Background: an optimization exercise with open tools, aiming at small area. Do not read the settings as production practice. RTL that was checked went through simulation tests only; none was proved equivalent to the original. Power and IR drop assume default switching activity.

==> run a: inputs <==
Design lock, start of the top module:
module lock(
    input clk,
    input rst,
    input btn0,
    input btn1,
    input [3:0] row,
    output [3:0] col,
    output rs,
    output e,
    output [7:0] data,
    output [15:0] led7_out,
    output [2:0] rgb,
    output lock_status,
    output eval
    );
    reg tick;
    always @(posedge clk)
        if (rst) tick <= 1'b0;
        else     tick <= ~tick;
    reg [27:0] c0, c1;
    always @(posedge clk) begin
        if (rst) begin
            c0 <= 28'd0;
            c1 <= 28'd0;
        end
        else if (tick) begin
            c0 <= btn0 ? c0 + 28'd1 : 28'd0;
            c1 <= btn1 ? c1 + 28'd1 : 28'd0;
        end
    end
    wire c0_hi0 = (c0[27:12] == 16'd0);
    wire c1_hi0 = (c1[27:12] == 16'd0);
    wire b0      = c0_hi0 && c0[11:0] >= 12'd51 && c0[11:0] <= 12'd1000;
    wire b0_rise = c0_hi0 && c0[11:0] == 12'd51 && !tick;
    wire b1_rise = c1_hi0 && c1[11:0] == 12'd51 && !tick;
    wire b1l      = c1_hi0 && c1[11:0] >= 12'd3001 && c1[11:0] <= 12'd3021;
    wire b1l_rise = c1_hi0 && c1[11:0] == 12'd3001 && !tick;
    reg       v1_tog, v1_out, v1_q;
    reg [4:0] v1_cnt;
    always @(posedge clk) begin
        if (rst) begin
            v1_cnt <= 5'd0;
            v1_tog <= 1'b0;
            v1_out <= 1'b0;
        end
        else if (tick) begin
            if (!btn1 && !v1_tog)
                v1_out <= 1'b1;
            else if (!btn1 && v1_tog) begin
                if (v1_cnt <= 5'd20) begin
                    v1_cnt <= v1_cnt + 5'd1;
                    v1_out <= 1'b0;
                end
                else begin
                    v1_tog <= 1'b0;
                    v1_cnt <= 5'd0;
                end
            end
            else
                v1_tog <= 1'b1;
        end
    end
    always @(posedge clk)
        if (rst) v1_q <= 1'b0;
        else     v1_q <= v1_out;
    wire v1_fall = !v1_out && v1_q;
    reg [1:0] cidx;
    reg [3:0] value_4bit;
    assign col = {cidx == 2'd3, cidx == 2'd2, cidx == 2'd1, cidx == 2'd0};
    always @(posedge clk) begin
        if (rst) begin
  ...
==> flow/config.mk <==
export PLATFORM = sky130hd
export DESIGN_NAME = lock
export DESIGN_NICKNAME = lock
export VERILOG_FILES = /design/flow/design.v
export SDC_FILE = /design/flow/constraint.sdc
export NUM_CORES = 4
export LEC_CHECK = 0
export ABC_AREA = 1
export CAP_MARGIN = 20
export CORE_MARGIN = 2
export CORE_UTILIZATION = 60
export SLEW_MARGIN = 20
==> flow/constraint.sdc <==
create_clock -name core_clock -period 15.0 [get_ports {clk}]
set_input_delay 3.0000 -clock core_clock [delete_from_list [all_inputs] [get_ports {clk}]]
set_output_delay 3.0000 -clock core_clock [all_outputs]
set_load 0.01 [all_outputs]
run.sh (not shown) runs the stock make flow with config.mk's settings and CLKGATE_MAP_FILE= SYNTH_SCRIPT=/design/flow/synth_recipe.tcl, a recipe that flattens the netlist after the stock synthesis.
==> run b (differences from run a) <==
--- a/flow/design.v
+++ b/flow/design.v
@@ -11,33 +11,82 @@
     output [7:0] data,
     output [15:0] led7_out,
     output [2:0] rgb,
     output lock_status,
     output eval
     );
+    function [27:0] inc;
+        input [27:0] x;
+        integer i;
+        reg c;
+        begin
+            c = 1'b1;
+            for (i = 0; i < 28; i = i + 1) begin
+                inc[i] = x[i] ^ c;
+                c = c & x[i];
+            end
+        end
+    endfunction
+    function [27:0] dec;
+        input [27:0] x;
+        integer i;
+        reg b;
+        begin
+            b = 1'b1;
+            for (i = 0; i < 28; i = i + 1) begin
+                dec[i] = x[i] ^ b;
+                b = b & ~x[i];
+            end
+        end
+    endfunction
+    function [9:0] sub10;
+        input [9:0] a;
+        input [9:0] b;
+        integer i;
+        reg c;
+        begin
+            c = 1'b1;
+            for (i = 0; i < 10; i = i + 1) begin
+                sub10[i] = a[i] ^ ~b[i] ^ c;
+                c = (a[i] & ~b[i]) | (a[i] & c) | (~b[i] & c);
+            end
+        end
+    endfunction
+    function ge;
+        input [27:0] x;
+        input [27:0] k;
+        integer i;
+        reg r;
+        begin
+            r = 1'b1;
+            for (i = 0; i < 28; i = i + 1)
+                r = k[i] ? (x[i] & r) : (x[i] | r);
+            ge = r;
+        end
+    endfunction
     reg tick;
     always @(posedge clk)
         if (rst) tick <= 1'b0;
         else     tick <= ~tick;
     reg [27:0] c0, c1;
     always @(posedge clk) begin
         if (rst) begin
             c0 <= 28'd0;
             c1 <= 28'd0;
         end
         else if (tick) begin
-            c0 <= btn0 ? c0 + 28'd1 : 28'd0;
-            c1 <= btn1 ? c1 + 28'd1 : 28'd0;
+            c0 <= btn0 ? inc(c0) : 28'd0;
+            c1 <= btn1 ? inc(c1) : 28'd0;
         end
     end
     wire c0_hi0 = (c0[27:12] == 16'd0);
     wire c1_hi0 = (c1[27:12] == 16'd0);
-    wire b0      = c0_hi0 && c0[11:0] >= 12'd51 && c0[11:0] <= 12'd1000;
+    wire b0      = c0_hi0 && ge(c0[11:0], 51) && !ge(c0[11:0], 1001);
     wire b0_rise = c0_hi0 && c0[11:0] == 12'd51 && !tick;
     wire b1_rise = c1_hi0 && c1[11:0] == 12'd51 && !tick;
-    wire b1l      = c1_hi0 && c1[11:0] >= 12'd3001 && c1[11:0] <= 12'd3021;
+    wire b1l      = c1_hi0 && ge(c1[11:0], 3001) && !ge(c1[11:0], 3022);
     wire b1l_rise = c1_hi0 && c1[11:0] == 12'd3001 && !tick;
     reg       v1_tog, v1_out, v1_q;
     reg [4:0] v1_cnt;
     always @(posedge clk) begin
         if (rst) begin
             v1_cnt <= 5'd0;
@@ -45,14 +94,14 @@
             v1_out <= 1'b0;
         end
         else if (tick) begin
             if (!btn1 && !v1_tog)
                 v1_out <= 1'b1;
             else if (!btn1 && v1_tog) begin
-                if (v1_cnt <= 5'd20) begin
-                    v1_cnt <= v1_cnt + 5'd1;
+                if (!ge(v1_cnt, 21)) begin
+                    v1_cnt <= inc(v1_cnt);
                     v1_out <= 1'b0;
                 end
                 else begin
                     v1_tog <= 1'b0;
                     v1_cnt <= 5'd0;
                 end
@@ -71,13 +120,13 @@
     always @(posedge clk) begin
         if (rst) begin
             cidx <= 2'd0;
             value_4bit <= 4'd0;
         end
         else if (tick) begin
-            cidx <= cidx + 2'd1;
+            cidx <= inc(cidx);
             if (row != 4'd0) begin
                 case (cidx)
                     2'd0: value_4bit <= row[0] ? 4'd1 : row[1] ? 4'd4 : row[2] ? 4'd7 : 4'd13;
                     2'd1: value_4bit <= row[0] ? 4'd2 : row[1] ? 4'd5 : row[2] ? 4'd8 : 4'd0;
                     2'd2: value_4bit <= row[0] ? 4'd3 : row[1] ? 4'd6 : row[2] ? 4'd9 : 4'd14;
                     default: value_4bit <= 4'd15;
@@ -119,22 +168,22 @@
         end
         else if (tick) begin
             if (enb_inp) begin
                 led7_r <= led_cnt16;
             end else begin
                 reg3 <= value_4bit;
-                blink_counter <= blink_counter + 10'd1;
+                blink_counter <= inc(blink_counter);
                 if (blink_counter == 10'd1000) begin
                     toggle_display <= ~toggle_display;
                     blink_counter <= 10'd0;
                 end
                 if (b0) begin
                     led7_r <= {reg0, reg1, reg2, reg3};
                     toggle_display <= 1'd1;
                 end
-                else if (count <= 3'd3)
+                else if (!count[2])
                     led7_r <= {reg0, reg1, reg2, toggle_display ? reg3 : 4'b1111};
             end
         end
     end
     always @(posedge clk) begin
         if (rst)
@@ -191,13 +240,13 @@
             gen_stop <= 1'd0;
             error_counter <= 3'd0;
         end
         else if (t_reset)
             gen_stop <= 1'd0;
         else if (gen_rst) begin
-            if (error_counter != 3'd7) error_counter <= error_counter + 3'd1;
+            if (error_counter != 3'd7) error_counter <= inc(error_counter);
             gen_stop <= 1'd1;
         end
     end
     reg [11:0] succ_cnt;
     reg [1:0]  three_time_counter;
     always @(posedge clk) begin
@@ -212,21 +261,21 @@
         else if (success) begin
             if (succ_cnt == 12'd4000) begin
                 success <= 1'b0;
                 succ_cnt <= 12'd0;
             end
             else
-                succ_cnt <= succ_cnt + 12'd1;
+                succ_cnt <= inc(succ_cnt);
         end
     end
     wire ev1 = b0_rise && enb_set && enb_inp && three_time_counter == 2'd2;
     always @(posedge clk) begin
         if (rst)
             three_time_counter <= 2'd0;
         else if (b0_rise && enb_set && enb_inp)
-            three_time_counter <= (three_time_counter == 2'd2) ? 2'd0 : three_time_counter + 2'd1;
+            three_time_counter <= {three_time_counter[0], ~three_time_counter[1] & ~three_time_counter[0]};
     end
     wire ev2 = b1l_rise && enough;
     always @(posedge clk) begin
         if (rst)
             password <= 16'd0;
         else if (ev2 && disable_cnt)
@@ -329,13 +378,13 @@
                 end
                 else if (gen_stop) begin
                     if (error_counter == 3'd1 || error_counter == 3'd2) begin
                         state <= WARNING;
                         pre_state <= state;
                     end
-                    else if (error_counter > 3'd2) begin
+                    else if (error_counter[2] || error_counter[1:0] == 2'd3) begin
                         state <= WRONG;
                         pre_state <= state;
                     end
                 end
             end
             pulse_count <= (pre_state != state);
@@ -346,35 +395,35 @@
     always @(posedge clk) begin
         if (rst || pulse_count) begin
             clk_1hz <= 1'b0;
             hz_cnt <= 11'd0;
         end
         else begin
-            hz_cnt <= (hz_cnt == 11'd1999) ? 11'd0 : hz_cnt + 11'd1;
+            hz_cnt <= (hz_cnt == 11'd1999) ? 11'd0 : inc(hz_cnt);
             clk_1hz <= (hz_cnt == 11'd0);
         end
     end
     reg [10:0] ns_cnt;
     reg        clk_1hz_ns;
     always @(posedge clk) begin
         if (rst) begin
             clk_1hz_ns <= 1'b0;
             ns_cnt <= 11'd0;
         end
         else if (evop) begin
-            ns_cnt <= (ns_cnt == 11'd1999) ? 11'd0 : ns_cnt + 11'd1;
+            ns_cnt <= (ns_cnt == 11'd1999) ? 11'd0 : inc(ns_cnt);
             clk_1hz_ns <= (ns_cnt == 11'd0);
         end
         else
             clk_1hz_ns <= 1'b0;
     end
     always @(posedge clk) begin
         if (rst || idle)
             co30 <= 5'd30;
         else if (clk_1hz_ns && !eval_r && !evig && co30 != 5'd0 && evop)
-            co30 <= co30 - 5'd1;
+            co30 <= dec(co30);
     end
     always @(posedge clk) begin
         if (rst) begin
             eval_r <= 1'b0;
             evig <= 1'b0;
         end
@@ -435,13 +484,13 @@
             WAIT: begin
                 enb_set <= 1'b1;
                 enb_inp <= 1'b1;
                 led_rgb <= GREEN;
                 rgb_toggle <= 1'b0;
                 led_cnt <= {5'd0, cw10};
-                cw10 <= cw10 - 5'd1;
+                cw10 <= dec(cw10);
                 if (cw10 == 5'd0)
                     idle <= 1'b1;
             end
             OPEN: begin
                 cl10 <= 5'd10;
                 enb_set <= 1'b0;
@@ -453,38 +502,38 @@
             CLOSE: begin
                 enb_set <= 1'b0;
                 enb_inp <= 1'b1;
                 led_rgb <= GREEN;
                 rgb_toggle <= 1'b1;
                 led_cnt <= {5'd0, cl10};
-                cl10 <= cl10 - 5'd1;
+                cl10 <= dec(cl10);
                 if (cl10 == 5'd0)
                     idle <= 1'b1;
             end
             NEW: begin
                 enb_set <= 1'b1;
                 enb_inp <= 1'b0;
                 led_rgb <= WHITE;
                 rgb_toggle <= 1'b0;
             end
             EXIT: begin
                 enb_set <= 1'b0;
                 enb_inp <= 1'b0;
-                exittime <= exittime - 3'd1;
+                exittime <= dec(exittime);
                 if (exittime == 3'd0) begin
                     idle <= 1'b1;
                     led_rgb <= OFF;
                 end
             end
             WRONG: begin
                 enb_set <= 1'b0;
                 enb_inp <= 1'b1;
                 led_rgb <= RED;
                 rgb_toggle <= 1'b1;
-                led_cnt <= wrong_limit - wrong_timer_minus;
-                wrong_timer_minus <= wrong_timer_minus + 10'd1;
+                led_cnt <= sub10(wrong_limit, wrong_timer_minus);
+                wrong_timer_minus <= inc(wrong_timer_minus);
                 if (wrong_timer_minus == wrong_limit)
                     idle <= 1'b1;
             end
             WARNING: begin
                 enb_set <= 1'b0;
                 enb_inp <= 1'b1;
@@ -504,13 +553,13 @@
     always @(posedge clk) begin
         if (rst || idle) begin
             rgb_tick <= 1'b0;
             rgb_cnt <= 9'd0;
         end
         else begin
-            rgb_cnt <= (rgb_cnt == 9'd499) ? 9'd0 : rgb_cnt + 9'd1;
+            rgb_cnt <= (rgb_cnt == 9'd499) ? 9'd0 : inc(rgb_cnt);
             rgb_tick <= (rgb_cnt == 9'd0);
         end
     end
     always @(posedge clk) begin
         if (rst)
             rgb_out <= OFF;
@@ -545,13 +594,13 @@
             ptr <= 4'd0;
             rsr <= 1'b0;
             er <= 1'b0;
             datar <= 8'd0;
         end
         else if (tick) begin
-            slx <= slx + 10'd1;
+            slx <= inc(slx);
             case (lstate)
                 LCD_INIT: begin
                     case (slx)
                         10'd16, 10'd46: begin rsr <= 1'b0; datar <= 8'h30; end
                         10'd96:  begin rsr <= 1'b0; datar <= 8'h38; end
                         10'd140: begin rsr <= 1'b0; datar <= 8'h0C; end
@@ -570,15 +619,15 @@
                     if (slx == 10'd10) er <= 1'b1;
                     else if (slx == 10'd11) er <= 1'b0;
                     else if (slx == 10'd12) begin
                         slx <= 10'd0;
                         case (lstate)
                             LCD_ADDR_L0: begin ptr <= 4'd0; lstate <= LCD_DATA_L0; end
-                            LCD_DATA_L0: if (ptr == 4'd15) lstate <= LCD_ADDR_L1; else ptr <= ptr + 4'd1;
+                            LCD_DATA_L0: if (ptr == 4'd15) lstate <= LCD_ADDR_L1; else ptr <= inc(ptr);
                             LCD_ADDR_L1: begin ptr <= 4'd0; lstate <= LCD_DATA_L1; end
-                            default:     if (ptr == 4'd15) lstate <= LCD_IDLE; else ptr <= ptr + 4'd1;
+                            default:     if (ptr == 4'd15) lstate <= LCD_IDLE; else ptr <= inc(ptr);
                         endcase
                     end
                 end
                 default: begin  
                     if (slx == 10'd5) begin
                         slx <= 10'd0;
@@ -590,34 +639,35 @@
     end
 endmodule
 module lock_bcd10(
     input [9:0] bin,
     output [15:0] bcd
     );
-    reg [3:0] d0, d1, d2, d3;
-    integer temp;
+    function [3:0] add3;
+        input [3:0] d;
+        case (d)
+            4'd5: add3 = 4'd8;
+            4'd6: add3 = 4'd9;
+            4'd7: add3 = 4'd10;
+            4'd8: add3 = 4'd11;
+            4'd9: add3 = 4'd12;
+            default: add3 = d;
+        endcase
+    endfunction
+    reg [23:0] s;
+    integer i;
     always @(*) begin
-        d0 = 4'd0;
-        d1 = 4'd0;
-        d2 = 4'd0;
-        temp = bin;
-        if (temp >= 1000) begin
-            d0 = temp / 1000;
-            temp = temp % 1000;
-        end
-        if (temp >= 100) begin
-            d1 = temp / 100;
-            temp = temp % 100;
-        end
-        if (temp >= 10) begin
-            d2 = temp / 10;
-            temp = temp % 10;
+        s = {14'd0, bin};
+        for (i = 0; i < 10; i = i + 1) begin
+            s[13:10] = add3(s[13:10]);
+            s[17:14] = add3(s[17:14]);
+            s[21:18] = add3(s[21:18]);
+            s = s << 1;
         end
-        d3 = temp;
     end
-    assign bcd = {d0, d1, d2, d3};
+    assign bcd = {2'b00, s[23:10]};
 endmodule
 module lock_lcd_text(
     input [2:0] state,
     input eval,
     input success,
     input line,
CORE_UTILIZATION = 70   (was 60)
CTS_BUF_LIST = sky130_fd_sc_hd__clkbuf_4   (was default)
CTS_CLUSTER_SIZE = 20   (was default)
==> qor summary <==
                                                                                run b                             run a
Outcome                                                      timing/DRC/antenna clean          timing/DRC/antenna clean
Arrival time at the worst endpoint                                            6.21 ns                           1.81 ns
Layout cells sized above 1                                                    0.07881                           0.05601
Count of standard-cell rows                                                        56                                61
Starting utilization of the core area                                          0.7098                            0.6093
Number of levels in the clock H-tree                                                3                                 1
Global routing met1 resource utilization                                       0.4578                            0.4080
Highest attainable clock frequency                                         0.1779 GHz                        0.2081 GHz
Area grow syn2layout                                                           9.126%                            10.33%
Metal2 WL                                                                    21.74 mm                          21.90 mm
Capture instance of the worst register-to-register path                        c1[26]                         led7_r[1]
Post-Place Worst Slack                                                       9.409 ns                          9.688 ns
Max-slew headroom at the worst pin                                             0.2723                            0.4514
Cell depth of the worst setup path                                                 27                                 3
First drt pass iteration count                                                      7                                 6
Hold_sp                                                                         dis_p                       exittime[0]
R2R cell count                                                                     27                                36
CP Capture Point                                                               c1[26]                            col[2]
Crit path required time                                                      15.59 ns                          12.00 ns
Cell with the biggest individual delay on the critical path  sky130_fd_sc_hd__dfxtp_1  sky130_fd_sc_hd__clkdlybuf4s50_1
Placeable core area                                                        23330 um^2                        27780 um^2
Util after Layout                                                              0.7746                            0.6722
Sequential cell power                                                          814 uW                            799 uW
Flop pwr share                                                                  0.489                             0.487
Sw Share                                                                       0.2919                            0.2527
Simple-Gate Fraction of Synth Area                                             0.2320                            0.2963
The RTL of run b was laid out without a check of its function.

-- what the ideal ports hide --
No port has a modelled driver above. Below, the same layouts with a new extraction and two added sets of constraints.
Step 1, drivers: a clkbuf_16 drives clk and a buf_2 each remaining input, both assumed.
Step 2 adds t to the input delays and takes it off the output delays; t is the mean of the earliest and latest rising clock arrival at the registers after step 1. Input paths then give back, and output paths get back, about the clock's delay inside the block.
Three values: ideal ports, drivers, drivers and shift; two values: the first two.
run | t (ns) | setup slack, ns | latest minus earliest clock arrival (ns)
run a | 0.608 | 10.194 / 10.144 / 9.633 | 0.036 / 0.036
run b | 0.752 | 9.380 / 9.380 / 9.380 | 0.069 / 0.069
After both steps every run listed still meets setup and hold. The setup slack of run a, which loses most, moves by -0.050 ns with the drivers and by -0.561 ns with both steps.
